Source: an optimization exercise on an open RTL-to-GDS flow (aim: small area). Production flows keep margins and buffers that such runs may drop. In this exercise RTL edits were held to simulation tests only and were not proved equivalent to the original. The clock port is modelled as an ideal driver, which makes a skipped or thinned clock tree look cheaper than it is; a real chip needs a root buffer or a tree. No activity file was given, so power comes from the tool's default toggle rates.

==> inputs of trial 58 <==
Design drsstc_sfp_transceiver_top, start of the top module:
module drsstc_sfp_transceiver_top (
    input           CLK_60M,
    input           RST_N,
    input   [7:0]   IN,
    output  [7:0]   OUT,
    input   [2:0]   LV_IN,
    output  [2:0]   LV_OUT,
    input   [7:0]   DIP_SW1,         
    input   [7:0]   DIP_SW2,         
    output  [1:0]   LED_TX,          
    output  [1:0]   LED_RX,          
    input           SFP_LOSS_SIG,    
    output          SFP_RATE_SEL,    
    output          SFP_TX_DIS_N,    
    input           SFP_TX_FLT,      
    input   [2:0]   SFP_MOD_DEF,     
    input           LVDS_DAT_OUT,    
    output          LVDS_DAT_IN,     
    output          LVDS_DRV_EN,     
    output          LVDS_RCV_EN_N,   
    output          TP1,
    output          TP2
    );
==> flow/config.mk <==
export PLATFORM = sky130hd
export DESIGN_NAME = drsstc_sfp_transceiver_top
export DESIGN_NICKNAME = drsstc_sfp_transceiver_top
export VERILOG_FILES = /design/flow/design.v
export SDC_FILE = /design/flow/constraint.sdc
export NUM_CORES = 4
export LEC_CHECK = 0
export CAP_MARGIN = 20
export CORE_MARGIN = 2
export CORE_UTILIZATION = 65
export PLACE_DENSITY = 0.75
export SLEW_MARGIN = 20
==> flow/constraint.sdc <==
create_clock -name core_clock -period 16.0 [get_ports {CLK_60M}]
set_input_delay 3.2000 -clock core_clock [delete_from_list [all_inputs] [get_ports {CLK_60M}]]
set_output_delay 3.2000 -clock core_clock [all_outputs]
set_load 0.01 [all_outputs]
standard.sh (not shown) runs the stock make flow with config.mk's settings and CLKGATE_MAP_FILE= SYNTH_SCRIPT=/design/flow/synth_recipe.tcl, a recipe that flattens the netlist after the stock synthesis.
==> flow/flow/run.sh <==
#!/bin/bash
# Own layout flow: the standard flow (standard.sh), with
#  - synthesis mapped by an area-oriented ABC script (flow/abc_area_seed.script
#    stands in for ORFS's abc_speed.script) and no adder cells, so ABC maps
#    all logic. The synthesis runs for 8 seeds of ABC's deepsyn, each with
#    two settings of ABC's mapper, and the smallest netlist is kept. Registers are left as the standard
#    synthesis makes them: ABC maps only the logic between them.
#  - port buffers of the smallest buffer cell,
#  - one tie cell for all constant outputs,
#  - a one-level clock tree (flow/cts_manual.tcl) in place of TritonCTS's.
# Each step's full output goes to a log file of its own in this folder;
# ORFS's per-stage logs are under orfs/logs/.
set -euo pipefail
W=$PWD
SEEDS="0 1 2 3 4 5 6 7 10 11 12 13 14 15 16 17"

synth_seed() {
  local s=$1
  local sd="$W/scripts_s$s"
  mkdir -p "$sd"
  for f in "$FLOW_HOME"/scripts/*; do
    ln -sfn "$f" "$sd/$(basename "$f")"
  done
  rm -f "$sd/abc_speed.script"
  # runs 0-7: deepsyn seed 0-7, plain area mapping; runs 10-17: deepsyn
  # seed 0-7, mapping with pin permutation and more area rounds
  local map="\\&nf -a -R 1000"
  if [ "$s" -ge 10 ]; then map="\\&nf -a -p -F 10 -A 10 -C 32 -R 1000"; fi
  sed -e "s/@SEED@/$((s % 10))/" -e "s/@MAP@/$map/" "$W/flow/abc_area_seed.script" > "$sd/abc_speed.script"
  # standard.sh with its work folder moved to orfs_s<seed>
  sed "s|$W/orfs|$W/orfs_s$s|g" "$W/standard.sh" > "$W/standard_s$s.sh"
  bash "$W/standard_s$s.sh" SCRIPTS_DIR="$sd" ADDER_MAP_FILE= synth > "$W/synth_s$s.log" 2>&1
}

for s in $SEEDS; do
  synth_seed "$s" &
  # at most NUM_CORES at once
  while [ "$(jobs -rp | wc -l)" -ge "${NUM_CORES:-4}" ]; do wait -n; done
done
wait

best=""; best_area=""
for s in $SEEDS; do
  f="$W/orfs_s$s/reports/$FLOW_PLATFORM/drsstc_sfp_transceiver_top/base/synth_stat.txt"
  [ -f "$W/orfs_s$s/results/$FLOW_PLATFORM/drsstc_sfp_transceiver_top/base/1_synth.odb" ] || continue
  a=$(awk '/Chip area/ {print $NF}' "$f")
  echo "run $s: synthesis area $a" >> "$W/synth_choice.log"
  if [ -z "$best" ] || awk -v a="$a" -v b="$best_area" 'BEGIN {exit !(a < b)}'; then
    best=$s; best_area=$a
  fi
done
echo "kept run $best ($best_area)" >> "$W/synth_choice.log"
rm -rf "$W/orfs"
mv "$W/orfs_s$best" "$W/orfs"
for s in $SEEDS; do rm -rf "$W/orfs_s$s" "$W/scripts_s$s"; done

# cts_hook.tcl runs before ORFS's CTS step and puts the one-level tree in
# place of its clock_tree_synthesis call.
cat > "$W/cts_hook.tcl" <<TCL
source $W/flow/cts_manual.tcl
rename clock_tree_synthesis tritoncts_unused
proc clock_tree_synthesis {args} { my_manual_cts }
TCL

export CTS_MAN_N=4
export CTS_MAN_CELL=sky130_fd_sc_hd__clkbuf_8
bash standard.sh \
  BUFFER_PORTS_ARGS="-buffer_cell sky130_fd_sc_hd__buf_1" \
  PRE_CTS_TCL="$W/cts_hook.tcl" \
  SKIP_REPAIR_TIE_FANOUT=1 \
  finish > "$W/layout.log" 2>&1
==> flow/flow/abc_area_seed.script <==
strash
&get -n
&deepsyn -T 20 -S @SEED@
&put
&get -n
&dch -f
@MAP@
&put
==> flow/flow/cts_manual.tcl <==
# Clock buffering for a small design, in place of TritonCTS's H-tree: the
# clock port drives CTS_MAN_N buffers of type CTS_MAN_CELL, each driving one
# balanced k-means cluster of the registers' clock pins. Every register is one buffer
# from the port, so the tree adds no skew on purpose.
proc my_manual_cts {} {
  set nb $::env(CTS_MAN_N)
  set block [ord::get_db_block]
  set master [[ord::get_db] findMaster $::env(CTS_MAN_CELL)]
  set clk_port [get_full_name [lindex [get_property [lindex [all_clocks] 0] sources] 0]]
  set clk_net [[$block findBTerm $clk_port] getNet]
  set its {}
  foreach it [$clk_net getITerms] { lappend its $it }
  set pts {}
  foreach it $its {
    set xy [$it getAvgXY]
    lappend pts [list [lindex $xy 1] [lindex $xy 2]]
  }
  set n [llength $pts]
  # k-means, seeded by x order
  set sorted [lsort -integer -index 0 $pts]
  set cent {}
  for {set b 0} {$b < $nb} {incr b} {
    lappend cent [lindex $sorted [expr {int(($b + 0.5) * $n / $nb)}]]
  }
  for {set iter 0} {$iter < 50} {incr iter} {
    set asg {}
    foreach p $pts {
      set best 0; set bd -1
      for {set b 0} {$b < $nb} {incr b} {
        set c [lindex $cent $b]
        set d [expr {abs([lindex $p 0]-[lindex $c 0]) + abs([lindex $p 1]-[lindex $c 1])}]
        if {$bd < 0 || $d < $bd} { set bd $d; set best $b }
      }
      lappend asg $best
    }
    set new {}
    for {set b 0} {$b < $nb} {incr b} {
      set sx 0.0; set sy 0.0; set k 0
      foreach p $pts a $asg {
        if {$a == $b} { set sx [expr {$sx + [lindex $p 0]}]; set sy [expr {$sy + [lindex $p 1]}]; incr k }
      }
      if {$k > 0} { lappend new [list [expr {int($sx/$k)}] [expr {int($sy/$k)}]] } else { lappend new [lindex $cent $b] }
    }
    set cent $new
  }
  # balance the clusters: assign sink-centre pairs in order of distance,
  # each centre taking at most ceil(n/nb) sinks
  set cap [expr {($n + $nb - 1) / $nb}]
  set pairs {}
  set i 0
  foreach p $pts {
    for {set b 0} {$b < $nb} {incr b} {
      set c [lindex $cent $b]
      lappend pairs [list [expr {abs([lindex $p 0]-[lindex $c 0]) + abs([lindex $p 1]-[lindex $c 1])}] $i $b]
    }
    incr i
  }
  set pairs [lsort -integer -index 0 $pairs]
  set asg [lrepeat $n -1]
  set cnt [lrepeat $nb 0]
  foreach pr $pairs {
    set i [lindex $pr 1]; set b [lindex $pr 2]
    if {[lindex $asg $i] >= 0 || [lindex $cnt $b] >= $cap} { continue }
    lset asg $i $b
    lset cnt $b [expr {[lindex $cnt $b] + 1}]
  }
  for {set b 0} {$b < $nb} {incr b} {
    set sx 0.0; set sy 0.0; set k 0
    foreach p $pts a $asg {
      if {$a == $b} { set sx [expr {$sx + [lindex $p 0]}]; set sy [expr {$sy + [lindex $p 1]}]; incr k }
    }
    if {$k > 0} { lset cent $b [list [expr {int($sx/$k)}] [expr {int($sy/$k)}]] }
  }
  for {set b 0} {$b < $nb} {incr b} {
    set buf [odb::dbInst_create $block $master clkbuf_man_$b]
    set nn [odb::dbNet_create $block clknet_man_$b]
    $nn setSigType CLOCK
    foreach it $its a $asg {
      if {$a == $b} { $it disconnect; $it connect $nn }
    }
    [$buf findITerm A] connect $clk_net
    [$buf findITerm X] connect $nn
    set c [lindex $cent $b]
    $buf setLocation [lindex $c 0] [lindex $c 1]
    $buf setPlacementStatus PLACED
    puts "clock buffer $b: [llength [lsearch -all $asg $b]] sinks at $c"
  }
  set_propagated_clock [all_clocks]
}
==> build 69: changes against trial 58 <==
--- a/flow/design.v
+++ b/flow/design.v
@@ -49,18 +49,18 @@
             if (w_u29) begin
                 r_m <= w_m_max ? 12'd0 : r_m + 12'd1;
             end
         end
     end
-    always @(posedge i_clk) begin
+    always @(posedge i_clk or negedge i_res_n) begin
         if (~i_res_n) begin
             r_c <= 4'd0;
         end else if (w_u29 & w_m_max) begin
             r_c <= (r_c[3] & r_c[1]) ? {r_c[3:1], ~r_c[0]} : r_c + 4'd1;
         end
     end
-    wire            w_boot0 = ~i_res_n | ~r_c[3] & ~(r_c[2] & (r_c[1] | r_c[0]));   
+    wire            w_boot0 = ~r_c[3] & ~(r_c[2] & (r_c[1] | r_c[0]));   
     wire            w_boot1 = ~w_boot0 & ~(r_c[3] & r_c[1]);             
     wire            w_flash = r_c[0];
     assign o_tx_led_red = w_boot0 | (~w_boot1 & (~i_tx_err | w_flash));
     assign o_tx_led_gr  = w_boot0 | (~w_boot1 & i_tx_d1);
     assign o_rx_led_red = w_boot0 | (~w_boot1 & (~i_rx_err | w_flash));
@@ -81,11 +81,11 @@
             r_syncFF <= {r_syncFF[1:0], i_SerialData};
         end
     end
     wire            w_ts = r_syncFF[2] ^ r_syncFF[1];
     reg     [1:0]   r_rcvState;
-    always @(posedge i_clk) begin
+    always @(posedge i_clk or negedge i_res_n) begin
         if (~i_res_n) begin
             r_rcvState <= 2'd0;
         end else begin
             case (r_rcvState)
                 2'd1:    r_rcvState <= w_ts ? 2'd3 : 2'd2;
@@ -312,18 +312,23 @@
     reg             r_started;
     reg             r_dispin;
     reg     [3:0]   r_k;
     wire            w_send_k = (r_k != 4'd0) & (r_k <= 4'd5);
     wire            w_dispout;
-    always @(posedge i_clk) begin
+    always @(posedge i_clk or negedge i_res_n) begin
         if (~i_res_n) begin
             r_started <= 1'b0;
             r_dispin <= 1'b0;
-            r_k <= 4'd0;
         end else if (w_sample) begin
             r_started <= 1'b1;
             r_dispin <= r_started & w_dispout;
+        end
+    end
+    always @(posedge i_clk) begin
+        if (~i_res_n) begin
+            r_k <= 4'd0;
+        end else if (w_sample) begin
             if (r_k == 4'd0) begin
                 if (~i_rx_lock | ~i_my_lock) begin
                     r_k <= 4'd1;
                 end
             end else if (r_k == 4'd10) begin
@@ -387,23 +392,27 @@
     assign o_rcv_en_n = 1'b0;    
     wire            w_sync1bData;
     wire            w_sync1bEn;
     reg     [1:0]   r_los_syncFF;
     wire            w_sfp_los = r_los_syncFF[1];
-    always @(posedge i_clk) begin
-        r_los_syncFF <= {r_los_syncFF[0], i_sfp_los};
+    always @(posedge i_clk or negedge i_res_n) begin
+        if (~i_res_n) begin
+            r_los_syncFF <= 2'b11;
+        end else begin
+            r_los_syncFF <= {r_los_syncFF[0], i_sfp_los};
+        end
     end
     cdr cdr_inst (
         .i_clk ( i_clk ),
         .i_res_n ( i_res_n ),
         .i_SerialData ( i_SerialData ),
         .o_RecoveryData ( w_sync1bData ),
         .o_DataEn ( w_sync1bEn )
     );
     reg     [9:0]   r_10bShift;
     reg             r_shift_out;
-    always @(posedge i_clk) begin
+    always @(posedge i_clk or negedge i_res_n) begin
         if (~i_res_n) begin
             r_10bShift <= 10'd0;
         end else if (w_sync1bEn) begin
             r_10bShift <= {r_10bShift[8:0], w_sync1bData};
         end
@@ -443,31 +452,39 @@
         .code_err ( w_code_err ),
         .disp_err ( )
     );
     wire    [7:0]   w_8b_data = w_dec[7:0];
     reg             r_sym_ce;
-    always @(posedge i_clk) begin
+    always @(posedge i_clk or negedge i_res_n) begin
         if (~i_res_n) begin
             r_sym_ce <= 1'b1;
         end else if (r_out_trig) begin
             r_sym_ce <= w_code_err;
         end
     end
+    reg             r_code_err;
+    always @(posedge i_clk or negedge i_res_n) begin
+        if (~i_res_n) begin
+            r_code_err <= 1'b1;
+        end else if (r_sym_capture) begin
+            r_code_err <= r_sym_ce;
+        end
+    end
     reg     [2:0]   r_lock_st;
     wire            r_sym_locked = r_lock_st[2] & (r_lock_st[1] | r_lock_st[0]);
     wire            w_bad_frame;
     always @(posedge i_clk or negedge i_res_n) begin
         if (~i_res_n) begin
             r_lock_st <= 3'd0;
-        end else if (w_sfp_los | r_lock_st[1] & r_lock_st[2]) begin
+        end else if (w_sfp_los | r_code_err | r_lock_st[1] & r_lock_st[2]) begin
             r_lock_st <= 3'd0;
         end else if (r_sym_locked) begin
-            if (w_bad_frame | r_sym_capture & r_sym_ce) begin
+            if (w_bad_frame) begin
                 r_lock_st <= 3'd6;
             end
         end else if (w_sync1bEn & r_sym_capture) begin
-            if (w_k28_5_det & ~r_sym_ce) begin
+            if (w_k28_5_det) begin
                 r_lock_st <= r_lock_st + 3'd1;
             end else begin
                 r_lock_st <= 3'd0;
             end
         end
==> flow/flow/run.sh (replaced) <==
#!/bin/bash
# Own layout flow: the standard flow (standard.sh), with
#  - synthesis mapped by an area-oriented ABC script (flow/abc_speed.script
#    stands in for ORFS's script of that name) and no adder cells, so ABC
#    maps all logic; registers are left as the standard synthesis makes them,
#  - port buffers of the smallest buffer cell,
#  - a one-level clock tree (flow/cts_manual.tcl) in place of TritonCTS's.
# Each step's full output goes to a log file of its own in this folder;
# ORFS's per-stage logs are under orfs/logs/.
set -euo pipefail
W=$PWD

# Scripts folder: ORFS's scripts, with the ABC script replaced.
mkdir -p "$W/scripts_own"
for f in "$FLOW_HOME"/scripts/*; do
  ln -sfn "$f" "$W/scripts_own/$(basename "$f")"
done
rm -f "$W/scripts_own/abc_speed.script"
cp "$W/flow/abc_speed.script" "$W/scripts_own/abc_speed.script"

bash standard.sh SCRIPTS_DIR="$W/scripts_own" ADDER_MAP_FILE= synth > "$W/synth.log" 2>&1

# cts_hook.tcl runs before ORFS's CTS step and puts the one-level tree in
# place of its clock_tree_synthesis call.
cat > "$W/cts_hook.tcl" <<TCL
source $W/flow/cts_manual.tcl
rename clock_tree_synthesis tritoncts_unused
proc clock_tree_synthesis {args} { my_manual_cts }
TCL

export CTS_MAN_N=3
export CTS_MAN_CELL=sky130_fd_sc_hd__clkbuf_16
bash standard.sh \
  BUFFER_PORTS_ARGS="-buffer_cell sky130_fd_sc_hd__buf_1" \
  PRE_CTS_TCL="$W/cts_hook.tcl" \
  finish > "$W/layout.log" 2>&1
==> flow/flow/abc_speed.script (new file) <==
strash
&get -n
&deepsyn -T 20
&put
&get -n
&dch -f
&nf -a -R 1000
&put
--- a/flow/flow/cts_manual.tcl
+++ b/flow/flow/cts_manual.tcl
@@ -1,8 +1,8 @@
 # Clock buffering for a small design, in place of TritonCTS's H-tree: the
 # clock port drives CTS_MAN_N buffers of type CTS_MAN_CELL, each driving one
-# balanced k-means cluster of the registers' clock pins. Every register is one buffer
+# k-means cluster of the registers' clock pins. Every register is one buffer
 # from the port, so the tree adds no skew on purpose.
 proc my_manual_cts {} {
   set nb $::env(CTS_MAN_N)
   set block [ord::get_db_block]
   set master [[ord::get_db] findMaster $::env(CTS_MAN_CELL)]
@@ -41,38 +41,10 @@
       }
       if {$k > 0} { lappend new [list [expr {int($sx/$k)}] [expr {int($sy/$k)}]] } else { lappend new [lindex $cent $b] }
     }
     set cent $new
   }
-  # balance the clusters: assign sink-centre pairs in order of distance,
-  # each centre taking at most ceil(n/nb) sinks
-  set cap [expr {($n + $nb - 1) / $nb}]
-  set pairs {}
-  set i 0
-  foreach p $pts {
-    for {set b 0} {$b < $nb} {incr b} {
-      set c [lindex $cent $b]
-      lappend pairs [list [expr {abs([lindex $p 0]-[lindex $c 0]) + abs([lindex $p 1]-[lindex $c 1])}] $i $b]
-    }
-    incr i
-  }
-  set pairs [lsort -integer -index 0 $pairs]
-  set asg [lrepeat $n -1]
-  set cnt [lrepeat $nb 0]
-  foreach pr $pairs {
-    set i [lindex $pr 1]; set b [lindex $pr 2]
-    if {[lindex $asg $i] >= 0 || [lindex $cnt $b] >= $cap} { continue }
-    lset asg $i $b
-    lset cnt $b [expr {[lindex $cnt $b] + 1}]
-  }
-  for {set b 0} {$b < $nb} {incr b} {
-    set sx 0.0; set sy 0.0; set k 0
-    foreach p $pts a $asg {
-      if {$a == $b} { set sx [expr {$sx + [lindex $p 0]}]; set sy [expr {$sy + [lindex $p 1]}]; incr k }
-    }
-    if {$k > 0} { lset cent $b [list [expr {int($sx/$k)}] [expr {int($sy/$k)}]] }
-  }
   for {set b 0} {$b < $nb} {incr b} {
     set buf [odb::dbInst_create $block $master clkbuf_man_$b]
     set nn [odb::dbNet_create $block clknet_man_$b]
     $nn setSigType CLOCK
     foreach it $its a $asg {
removed: flow/flow/abc_area_seed.script
==> trial 16: changes against trial 58 <==
==> flow/flow/run.sh (replaced) <==
#!/bin/bash
# Own layout flow: the standard flow (standard.sh), with
#  - synthesis mapped by an area-oriented ABC script (flow/abc_area_seed.script
#    stands in for ORFS's abc_speed.script) and no adder cells, so ABC maps
#    all logic. The synthesis runs once for each of 8 seeds of ABC's deepsyn
#    and the smallest netlist is kept. Registers are left as the standard
#    synthesis makes them: ABC maps only the logic between them.
#  - port buffers of the smallest buffer cell,
#  - one tie cell for all constant outputs,
#  - a one-level clock tree (flow/cts_manual.tcl) in place of TritonCTS's.
# Each step's full output goes to a log file of its own in this folder;
# ORFS's per-stage logs are under orfs/logs/.
set -euo pipefail
W=$PWD
SEEDS="0 1 2 3 4 5 6 7"

synth_seed() {
  local s=$1
  local sd="$W/scripts_s$s"
  mkdir -p "$sd"
  for f in "$FLOW_HOME"/scripts/*; do
    ln -sfn "$f" "$sd/$(basename "$f")"
  done
  rm -f "$sd/abc_speed.script"
  sed "s/@SEED@/$s/" "$W/flow/abc_area_seed.script" > "$sd/abc_speed.script"
  # standard.sh with its work folder moved to orfs_s<seed>
  sed "s|$W/orfs|$W/orfs_s$s|g" "$W/standard.sh" > "$W/standard_s$s.sh"
  bash "$W/standard_s$s.sh" SCRIPTS_DIR="$sd" ADDER_MAP_FILE= synth > "$W/synth_s$s.log" 2>&1
}

for s in $SEEDS; do
  synth_seed "$s" &
  # at most NUM_CORES at once
  while [ "$(jobs -rp | wc -l)" -ge "${NUM_CORES:-4}" ]; do wait -n; done
done
wait

best=""; best_area=""
for s in $SEEDS; do
  f="$W/orfs_s$s/reports/$FLOW_PLATFORM/drsstc_sfp_transceiver_top/base/synth_stat.txt"
  [ -f "$W/orfs_s$s/results/$FLOW_PLATFORM/drsstc_sfp_transceiver_top/base/1_synth.odb" ] || continue
  a=$(awk '/Chip area/ {print $NF}' "$f")
  echo "seed $s: synthesis area $a" >> "$W/synth_choice.log"
  if [ -z "$best" ] || awk -v a="$a" -v b="$best_area" 'BEGIN {exit !(a < b)}'; then
    best=$s; best_area=$a
  fi
done
echo "kept seed $best ($best_area)" >> "$W/synth_choice.log"
rm -rf "$W/orfs"
mv "$W/orfs_s$best" "$W/orfs"
for s in $SEEDS; do rm -rf "$W/orfs_s$s" "$W/scripts_s$s"; done

# cts_hook.tcl runs before ORFS's CTS step and puts the one-level tree in
# place of its clock_tree_synthesis call.
cat > "$W/cts_hook.tcl" <<TCL
source $W/flow/cts_manual.tcl
rename clock_tree_synthesis tritoncts_unused
proc clock_tree_synthesis {args} { my_manual_cts }
TCL

export CTS_MAN_N=3
export CTS_MAN_CELL=sky130_fd_sc_hd__clkbuf_16
bash standard.sh \
  BUFFER_PORTS_ARGS="-buffer_cell sky130_fd_sc_hd__buf_1" \
  PRE_CTS_TCL="$W/cts_hook.tcl" \
  SKIP_REPAIR_TIE_FANOUT=1 \
  finish > "$W/layout.log" 2>&1
==> flow/flow/abc_area_seed.script (replaced) <==
strash
&get -n
&deepsyn -T 20 -S @SEED@
&put
&get -n
&dch -f
&nf -a -R 1000
&put
--- a/flow/flow/cts_manual.tcl
+++ b/flow/flow/cts_manual.tcl
@@ -1,8 +1,8 @@
 # Clock buffering for a small design, in place of TritonCTS's H-tree: the
 # clock port drives CTS_MAN_N buffers of type CTS_MAN_CELL, each driving one
-# balanced k-means cluster of the registers' clock pins. Every register is one buffer
+# k-means cluster of the registers' clock pins. Every register is one buffer
 # from the port, so the tree adds no skew on purpose.
 proc my_manual_cts {} {
   set nb $::env(CTS_MAN_N)
   set block [ord::get_db_block]
   set master [[ord::get_db] findMaster $::env(CTS_MAN_CELL)]
@@ -41,38 +41,10 @@
       }
       if {$k > 0} { lappend new [list [expr {int($sx/$k)}] [expr {int($sy/$k)}]] } else { lappend new [lindex $cent $b] }
     }
     set cent $new
   }
-  # balance the clusters: assign sink-centre pairs in order of distance,
-  # each centre taking at most ceil(n/nb) sinks
-  set cap [expr {($n + $nb - 1) / $nb}]
-  set pairs {}
-  set i 0
-  foreach p $pts {
-    for {set b 0} {$b < $nb} {incr b} {
-      set c [lindex $cent $b]
-      lappend pairs [list [expr {abs([lindex $p 0]-[lindex $c 0]) + abs([lindex $p 1]-[lindex $c 1])}] $i $b]
-    }
-    incr i
-  }
-  set pairs [lsort -integer -index 0 $pairs]
-  set asg [lrepeat $n -1]
-  set cnt [lrepeat $nb 0]
-  foreach pr $pairs {
-    set i [lindex $pr 1]; set b [lindex $pr 2]
-    if {[lindex $asg $i] >= 0 || [lindex $cnt $b] >= $cap} { continue }
-    lset asg $i $b
-    lset cnt $b [expr {[lindex $cnt $b] + 1}]
-  }
-  for {set b 0} {$b < $nb} {incr b} {
-    set sx 0.0; set sy 0.0; set k 0
-    foreach p $pts a $asg {
-      if {$a == $b} { set sx [expr {$sx + [lindex $p 0]}]; set sy [expr {$sy + [lindex $p 1]}]; incr k }
-    }
-    if {$k > 0} { lset cent $b [list [expr {int($sx/$k)}] [expr {int($sy/$k)}]] }
-  }
   for {set b 0} {$b < $nb} {incr b} {
     set buf [odb::dbInst_create $block $master clkbuf_man_$b]
     set nn [odb::dbNet_create $block clknet_man_$b]
     $nn setSigType CLOCK
     foreach it $its a $asg {
==> trial 55: changes against trial 58 <==
--- a/flow/flow/run.sh
+++ b/flow/flow/run.sh
@@ -10,11 +10,11 @@
 #  - a one-level clock tree (flow/cts_manual.tcl) in place of TritonCTS's.
 # Each step's full output goes to a log file of its own in this folder;
 # ORFS's per-stage logs are under orfs/logs/.
 set -euo pipefail
 W=$PWD
-SEEDS="0 1 2 3 4 5 6 7 10 11 12 13 14 15 16 17"
+SEEDS="14"
 
 synth_seed() {
   local s=$1
   local sd="$W/scripts_s$s"
   mkdir -p "$sd"
@@ -62,10 +62,12 @@
 proc clock_tree_synthesis {args} { my_manual_cts }
 TCL
 
 export CTS_MAN_N=4
 export CTS_MAN_CELL=sky130_fd_sc_hd__clkbuf_8
+echo "remove_buffers" > "$W/gpl_hook.tcl"
 bash standard.sh \
+  PRE_GLOBAL_PLACE_TCL="$W/gpl_hook.tcl" \
   BUFFER_PORTS_ARGS="-buffer_cell sky130_fd_sc_hd__buf_1" \
   PRE_CTS_TCL="$W/cts_hook.tcl" \
   SKIP_REPAIR_TIE_FANOUT=1 \
   finish > "$W/layout.log" 2>&1
CORE_UTILIZATION = 75   (was 65)
GPL_TIMING_DRIVEN = 0   (was default)
PLACE_DENSITY = 0.9   (was 0.75)
==> run notes <==
- The highest final cell count belongs to build 69, the lowest to trial 55.
- Power, highest first: build 69, trial 55, trial 58, trial 16.
- Between trial 55 and trial 16, the lower register-to-register slack is in trial 55 (gap 0.13 ns).
- Of trial 55 and trial 16, trial 16 has the higher synthesized area (gap about 0.35%, measured against trial 16).
- Via count, lowest first: trial 16, trial 58, build 69, trial 55.
- Setup slack: trial 16 is better than trial 58 (0.11 ns).
- Of build 69 and trial 16, build 69 has the higher cell area (gap about 4.5%, measured against trial 16).
- Against trial 58, the core utilization of trial 55 is higher by 11 points.
==> figures <==
                                                                                trial 55                 trial 58                 trial 16                 build 69
Share of synthesized cell area in and, or, nand and nor gates                      0.207                    0.207                    0.224                    0.211
Clk slew on worst S/H paths                                                      0.11 ns                  0.10 ns                  0.10 ns                  0.11 ns
Area leader, netlist                                                             dfxtp_1                  dfxtp_1                  dfxtp_1                  dfrtp_1
Effective utilization at floorplan                                                 0.796                    0.684                    0.682                    0.674
Max rail drop VDD                                                              0.0805 mV                0.0983 mV                0.0960 mV                 0.133 mV
Worst Reg2Reg Path Length in Cells                                                    15                       16                       13                       12
Logic depth of the worst setup path including buffers                                  5                        5                        5                        3
Status                                                           complete, no violations  complete, no violations  complete, no violations  complete, no violations
Wire length after detailed routing                                               7.60 mm                  7.57 mm                  7.21 mm                  7.56 mm
Via/cell ratio                                                                      6.67                     6.22                     5.94                     6.02
Final cell area excluding filler cells                                          3650 um2                 3680 um2                 3720 um2                 3890 um2
Post-synthesis register bit count                                                     70                       70                       70                       71
Overall die area                                                                5280 um2                 6050 um2                 6070 um2                 6330 um2
Vias in the first global route                                                      2895                     2848                     2777                     2917
Pre-CTS setup slack                                                              8.98 ns                  8.93 ns                  9.04 ns                  9.00 ns
Insertion delay of the later-clocked pin in the worst-skew pair                  0.16 ns                  0.16 ns                  0.16 ns                  0.17 ns
Detailed route wirelength on metal2                                              3.53 mm                  3.47 mm                  3.51 mm                  3.46 mm
In every run of this note, the design's own scripts or RTL, not TritonCTS, make the clock network.

[afterwards: timing with drivers on the ports]
The flow's constraints put no driver on any port. The routed layouts listed below were extracted and timed again, unchanged, in two steps.
Step 1 sets driving cells, clkbuf_16 on the clock port and buf_2 on the other inputs (assumed; they add their load-dependent delay and slew).
Step 2 times the ports against the registers' clock, not the clock port: input delays grow and output delays shrink by t, the midpoint of the rising clock arrivals with the driver on.
Slacks: ideal / step 1 / step 2; pairs: ideal / step 1.
| run | t, ns | setup WS [ns] | worst data-port slew with drivers (ns) |
|---|---|---|---|
| trial 58 | 0.215 | 8.921 / 8.897 / 8.897 | 0.04 |
| build 69 | 0.207 | 8.995 / 8.973 / 8.973 | 0.03 |
| trial 16 | 0.208 | 9.030 / 9.009 / 9.009 | 0.05 |
| trial 55 | 0.216 | 8.985 / 8.963 / 8.963 | 0.03 |
After both steps every run listed still meets setup and hold. For trial 58, which loses most, drivers alone change the setup slack by -0.024 ns; drivers and shift together by -0.024 ns.
